What follows belongs to an exercise in optimizing a design on an open flow for small area and a short achievable clock period; a production flow would make more cautious choices. Where RTL was checked, it was by simulation tests only, not by an equivalence proof against the original. Power is estimated from default activity; no workload was simulated.

// mul_pipe
module mul_pipe(
	input [15:0] numA59,
	input [15:0] numB59,
	input clk_59,
	input reset_59,
	output reg [15:0] Acc_result_59
);
Size: ~50 I/O pins.
==> flow/config.mk <==
export PLATFORM = sky130hd
export DESIGN_NAME = mul_pipe
export DESIGN_NICKNAME = mul_pipe
export VERILOG_FILES = /design/flow/design.v
export SDC_FILE = /design/flow/constraint.sdc
export NUM_CORES = 4
export LEC_CHECK = 0
export CAP_MARGIN = 20
export CORE_MARGIN = 2
export CORE_UTILIZATION = 70
export CTS_BUF_LIST = sky130_fd_sc_hd__clkbuf_4 sky130_fd_sc_hd__clkbuf_8
export CTS_CLUSTER_DIAMETER = 60
export CTS_CLUSTER_SIZE = 30
export PLACE_DENSITY = 0.75
export SETUP_SLACK_MARGIN = 3.0
export SLEW_MARGIN = 20
==> flow/constraint.sdc <==
create_clock -name core_clock -period 5.0 [get_ports {clk_59}]
set_input_delay 1.0000 -clock core_clock [delete_from_list [all_inputs] [get_ports {clk_59}]]
set_output_delay 1.0000 -clock core_clock [all_outputs]
set_load 0.01 [all_outputs]
standard.sh (not shown) runs the stock make flow with config.mk's settings and CLKGATE_MAP_FILE= SYNTH_SCRIPT=/design/flow/synth_recipe.tcl, a recipe that flattens the netlist after the stock synthesis.
==> flow/flow/run.sh <==
#!/bin/bash
# Standard ORFS layout, with plain buffers (instead of the default delay-style
# buffer) on the input and output ports.
set -euo pipefail
export BUFFER_PORTS_ARGS="-buffer_cell sky130_fd_sc_hd__buf_1"
bash standard.sh synth > synth.log 2>&1
bash standard.sh > layout.log 2>&1
Change:
--- a/flow/design.v
+++ b/flow/design.v
@@ -14,13 +14,13 @@
 generate for (gi = 0; gi < 5; gi = gi + 1) begin : benc
 	wire b0 = (gi == 0) ? 1'b0 : bb[2*gi-1];
 	wire b1 = bb[2*gi];
 	wire b2 = bb[2*gi+1];
 	assign one1[gi] = b1 ^ b0;
 	assign two1[gi] = (b2 & ~b1 & ~b0) | (~b2 & b1 & b0);
-	assign neg1[gi] = b2;   
+	assign neg1[gi] = b2 & ~(b1 & b0);
 end endgenerate
 reg z2, s2; reg [4:0] e2; reg [9:0] ma2; reg [4:0] one2, two2, neg2; reg b9_2;
 always @(posedge clk_59) begin
 	z2 <= z1; s2 <= s1; e2 <= e1; ma2 <= numA59[9:0];
 	one2 <= one1; two2 <= two1; neg2 <= neg1; b9_2 <= numB59[9];
 end
Outcome:
- The new run produced a clean layout
- wire length fell by about 4%
- register-to-register slack improved by 0.06 ns
- final cell count stays the same
- utilization fell by 1.6 points
- hold slack barely changes
- combinational power fell by about 3%
- design area fell by about 0.9%
- synthesized cell count rose by about 2.5%
- global-route usage fell by 0.15 points
- clock-buffer cell count stays the same
- worst setup slack improved by 0.057 ns
- clock power fell by about 2.7%
- die area rose by 1.4%
- total power fell by 1.2%
Only the layout flow was run in the first run of this note; the RTL was not checked for function there.

========
mul_pipe, a different RTL version from the one above (not shown whole).
Size in the first run: roughly 570 cells after synthesis, about 50 I/O pins.
make LEC_CHECK=0 CAP_MARGIN=20 CORE_MARGIN=2 CORE_UTILIZATION=40 SETUP_SLACK_MARGIN=3.0 SLEW_MARGIN=20 finish   # period 5.0 ns
run.sh (not shown) runs the stock make flow with config.mk's settings and CLKGATE_MAP_FILE= SYNTH_SCRIPT=/design/flow/synth_recipe.tcl, a recipe that flattens the netlist after the stock synthesis.
Stock flow here: none of the scripts above is used.
The baseline finished with timing, DRC and antenna clean.
Next try:
--- a/flow/design.v
+++ b/flow/design.v
@@ -230,19 +230,23 @@
 wire c198 = t3[36] & t3[37];
 wire s199 = t3[38] ^ t3[39];
 wire c200 = t3[38] & t3[39];
 wire s201 = t3[40] ^ t3[41];
 wire c202 = t3[40] & t3[41];
 wire s203 = t3[42] ^ t3[43];
 wire c204 = t3[42] & t3[43];
-wire [22:5] sl3 = {1'b0, c202, c200, c198, c196, c194, c192, c190, c188, c186, c184, c182, c180, c178, c176, c174, c172, t3[2]} + {1'b0, s203, s201, s199, s197, s195, s193, s191, s189, s187, s185, s183, s181, s179, s177, s175, s173, s171};
-reg [21:10] q4; reg z4, s4; reg [4:0] e4;
-always @(posedge clk_59) begin
-	z4 <= z3; s4 <= s3; e4 <= e3; q4 <= sl3[21:10];
-end
+wire [16:5] sl3 = {1'b0, c190, c188, c186, c184, c182, c180, c178, c176, c174, c172, t3[2]} + {1'b0, s191, s189, s187, s185, s183, s181, s179, s177, s175, s173, s171};
+reg [15:10] pl4; reg cs4; reg [21:16] xh4, yh4; reg z4, s4; reg [4:0] e4;
+always @(posedge clk_59) begin
+	z4 <= z3; s4 <= s3; e4 <= e3; pl4 <= sl3[15:10]; cs4 <= sl3[16];
+	xh4 <= {c202, c200, c198, c196, c194, c192}; yh4 <= {s203, s201, s199, s197, s195, s193};
+end
+wire [6:0] ph4c = {xh4, cs4} + {yh4, cs4};
+wire [21:16] ph4 = ph4c[6:1];
+wire [21:10] q4 = {ph4, pl4};
 wire [9:0] m4 = q4[21] ? q4[20:11] : q4[19:10];
 wire [4:0] e4p = e4 + 5'd1;
 wire [4:0] x4 = q4[21] ? e4p : e4;
 always @(posedge clk_59) begin
 	Acc_result_59 <= z4 ? 16'h0000 : {s4, x4, m4};
 end
 endmodule
The new run completed with no timing, DRC or antenna violations.
Die area is higher by 0.99%.
Cell area is higher by about 3.5%.
Setup slack improves by 0.38 ns.
Global-route usage is lower by 0.39 points.
Sequential cell count is higher by 7.
Wire length is higher by about 1.2%.
Register-to-register slack improves by 0.38 ns.
Clock skew hardly moves.
Clock power hardly moves.
Via count is lower by about 1.3%.
Combinational power is lower by about 7%.
No functional check of the RTL was part of the first run of this note.

========
== north ==
RTL: one of the versions met above, not the one the previous note started from.
Size: about 560 cells after synthesis, ~130 flip-flops, about 50 I/O pins.
==> flow/config.mk <==
export PLATFORM = sky130hd
export DESIGN_NAME = mul_pipe
export DESIGN_NICKNAME = mul_pipe
export VERILOG_FILES = /design/flow/design.v
export SDC_FILE = /design/flow/constraint.sdc
export NUM_CORES = 4
export LEC_CHECK = 0
export CAP_MARGIN = 20
export CORE_MARGIN = 2
export CORE_UTILIZATION = 60
export CTS_BUF_LIST = sky130_fd_sc_hd__clkbuf_4 sky130_fd_sc_hd__clkbuf_8
export CTS_CLUSTER_DIAMETER = 60
export CTS_CLUSTER_SIZE = 30
export SETUP_SLACK_MARGIN = 3.0
export SLEW_MARGIN = 20
==> flow/constraint.sdc <==
create_clock -name core_clock -period 5.0 [get_ports {clk_59}]
set_input_delay 1.0000 -clock core_clock [delete_from_list [all_inputs] [get_ports {clk_59}]]
set_output_delay 1.0000 -clock core_clock [all_outputs]
set_load 0.01 [all_outputs]
standard.sh (not shown) runs the stock make flow with config.mk's settings and CLKGATE_MAP_FILE= SYNTH_SCRIPT=/design/flow/synth_recipe.tcl, a recipe that flattens the netlist after the stock synthesis.
Scripts as last shown in full above: flow/flow/run.sh
Changes in south relative to north:
-- flow/design.v --
<<< north, line 235
wire s203 = t3[42] ^ t3[43];
wire c204 = t3[42] & t3[43];
wire [16:5] sl3 = {1'b0, c190, c188, c186, c184, c182, c180, c178, c176, c174, c172, t3[2]} + {1'b0, s191, s189, s187, s185, s183, s181, s179, s177, s175, s173, s171};
reg [15:10] pl4; reg cs4; reg [21:16] xh4, yh4; reg z4, s4; reg [4:0] e4;
always @(posedge clk_59) begin
	z4 <= z3; s4 <= s3; e4 <= e3; pl4 <= sl3[15:10]; cs4 <= sl3[16];
	xh4 <= {c202, c200, c198, c196, c194, c192}; yh4 <= {s203, s201, s199, s197, s195, s193};
end
wire [6:0] ph4c = {xh4, cs4} + {yh4, cs4};
wire [21:16] ph4 = ph4c[6:1];
wire [21:10] q4 = {ph4, pl4};
wire [9:0] m4 = q4[21] ? q4[20:11] : q4[19:10];
>>> south, line 235
wire s203 = t3[42] ^ t3[43];
wire c204 = t3[42] & t3[43];
wire [14:5] sl3 = {1'b0, c186, c184, c182, c180, c178, c176, c174, c172, t3[2]} + {1'b0, s187, s185, s183, s181, s179, s177, s175, s173, s171};
wire [21:14] xh3 = {c202, c200, c198, c196, c194, c192, c190, c188};
wire [21:14] yh3 = {s203, s201, s199, s197, s195, s193, s191, s189};
reg [13:10] pl4; reg cs4; reg [21:14] g4, p4; reg z4, s4; reg [4:0] e4;
always @(posedge clk_59) begin
	z4 <= z3; s4 <= s3; e4 <= e3; pl4 <= sl3[13:10]; cs4 <= sl3[14];
	g4 <= xh3 & yh3; p4 <= xh3 ^ yh3;
end
wire kg0_1 = g4[15] | (p4[15] & g4[14]);
wire kp0_1 = p4[15] & p4[14];
wire kg0_2 = g4[16] | (p4[16] & g4[15]);
wire kp0_2 = p4[16] & p4[15];
wire kg0_3 = g4[17] | (p4[17] & g4[16]);
wire kp0_3 = p4[17] & p4[16];
wire kg0_4 = g4[18] | (p4[18] & g4[17]);
wire kp0_4 = p4[18] & p4[17];
wire kg0_5 = g4[19] | (p4[19] & g4[18]);
wire kp0_5 = p4[19] & p4[18];
wire kg0_6 = g4[20] | (p4[20] & g4[19]);
wire kp0_6 = p4[20] & p4[19];
wire kg0_7 = g4[21] | (p4[21] & g4[20]);
wire kp0_7 = p4[21] & p4[20];
wire kg1_2 = kg0_2 | (kp0_2 & g4[14]);
wire kp1_2 = kp0_2 & p4[14];
wire kg1_3 = kg0_3 | (kp0_3 & kg0_1);
wire kp1_3 = kp0_3 & kp0_1;
wire kg1_4 = kg0_4 | (kp0_4 & kg0_2);
wire kp1_4 = kp0_4 & kp0_2;
wire kg1_5 = kg0_5 | (kp0_5 & kg0_3);
wire kp1_5 = kp0_5 & kp0_3;
wire kg1_6 = kg0_6 | (kp0_6 & kg0_4);
wire kp1_6 = kp0_6 & kp0_4;
wire kg1_7 = kg0_7 | (kp0_7 & kg0_5);
wire kp1_7 = kp0_7 & kp0_5;
wire kg2_4 = kg1_4 | (kp1_4 & g4[14]);
wire kp2_4 = kp1_4 & p4[14];
wire kg2_5 = kg1_5 | (kp1_5 & kg0_1);
wire kp2_5 = kp1_5 & kp0_1;
wire kg2_6 = kg1_6 | (kp1_6 & kg1_2);
wire kp2_6 = kp1_6 & kp1_2;
wire kg2_7 = kg1_7 | (kp1_7 & kg1_3);
wire kp2_7 = kp1_7 & kp1_3;
wire hc0 = g4[14] | (p4[14] & cs4);
wire hc1 = kg0_1 | (kp0_1 & cs4);
wire hc2 = kg1_2 | (kp1_2 & cs4);
wire hc3 = kg1_3 | (kp1_3 & cs4);
wire hc4 = kg2_4 | (kp2_4 & cs4);
wire hc5 = kg2_5 | (kp2_5 & cs4);
wire hc6 = kg2_6 | (kp2_6 & cs4);
wire hc7 = kg2_7 | (kp2_7 & cs4);
wire [21:14] ph4 = {p4[21] ^ hc6, p4[20] ^ hc5, p4[19] ^ hc4, p4[18] ^ hc3, p4[17] ^ hc2, p4[16] ^ hc1, p4[15] ^ hc0, p4[14] ^ cs4};
wire [21:10] q4 = {ph4, pl4};
wire [9:0] m4 = q4[21] ? q4[20:11] : q4[19:10];
### Flow results
- On count of multi-input combinational gates, south and north are basically level.
- In the reports for south and north, the smaller clock input transition at the sequential cells of the worst setup and hold paths belongs to north.
- Where static leakage is concerned, north is outperformed by south.
- | initial standard-cell utilization of the core | higher: south |
- Diff north -> south | sequential share of layout area | increase of 0.90 points
- From north to south the numbers moved as follows: data arrival time at the worst-slack endpoint shrank by 0.14 ns, synthesized area held steady, overall track demand over capacity in global routing shrank by 0.61 points.
- On worst setup slack, north loses to south.
- Clock skew deteriorates in south relative to north.
- Compared with north, south shows wire length that has gone down slightly.
- Summary of the comparison: area added between synthesis and finish is lower in south, relative to north.

[afterwards: timing with drivers on the ports]
No port has a modelled driver above. Below, the same layouts with a new extraction and two added sets of constraints.
Step 1 (the two cells are an assumption about what drives the block):
set clk [get_ports {clk_59}]
set_driving_cell -lib_cell sky130_fd_sc_hd__clkbuf_16 $clk
set_driving_cell -lib_cell sky130_fd_sc_hd__buf_2 [delete_from_list [all_inputs] $clk]
Step 2 times the ports against the registers' clock, not the clock port: input delays grow and output delays shrink by t, the midpoint of the rising clock arrivals with the driver on.
Slacks: no drivers / after step 1 / after step 2; pairs: no drivers / after step 1.
run	shift t [ns]	slack for setup (ns)	worst hold slack (ns)	worst data-port slew with drivers (ns)
the first run of note 1	0.462	2.945 / 2.945 / 2.770	0.322 / 0.322 / 0.322	0.04
the second run of note 1	0.462	3.002 / 3.002 / 2.788	0.324 / 0.324 / 0.324	0.03
the first run of note 2	0.448	2.612 / 2.612 / 2.605	0.326 / 0.326 / 0.326	0.04
the second run of note 2	0.445	2.995 / 2.995 / 2.603	0.326 / 0.326 / 0.326	0.04
north	0.468	2.943 / 2.943 / 2.752	0.328 / 0.328 / 0.328	0.03
south	0.477	3.025 / 3.025 / 2.732	0.324 / 0.324 / 0.324	0.03
After both steps setup and hold are still met in every run listed. The setup slack of the second run of note 2, which loses most, moves by 0.000 ns with the drivers and by -0.392 ns with both steps.
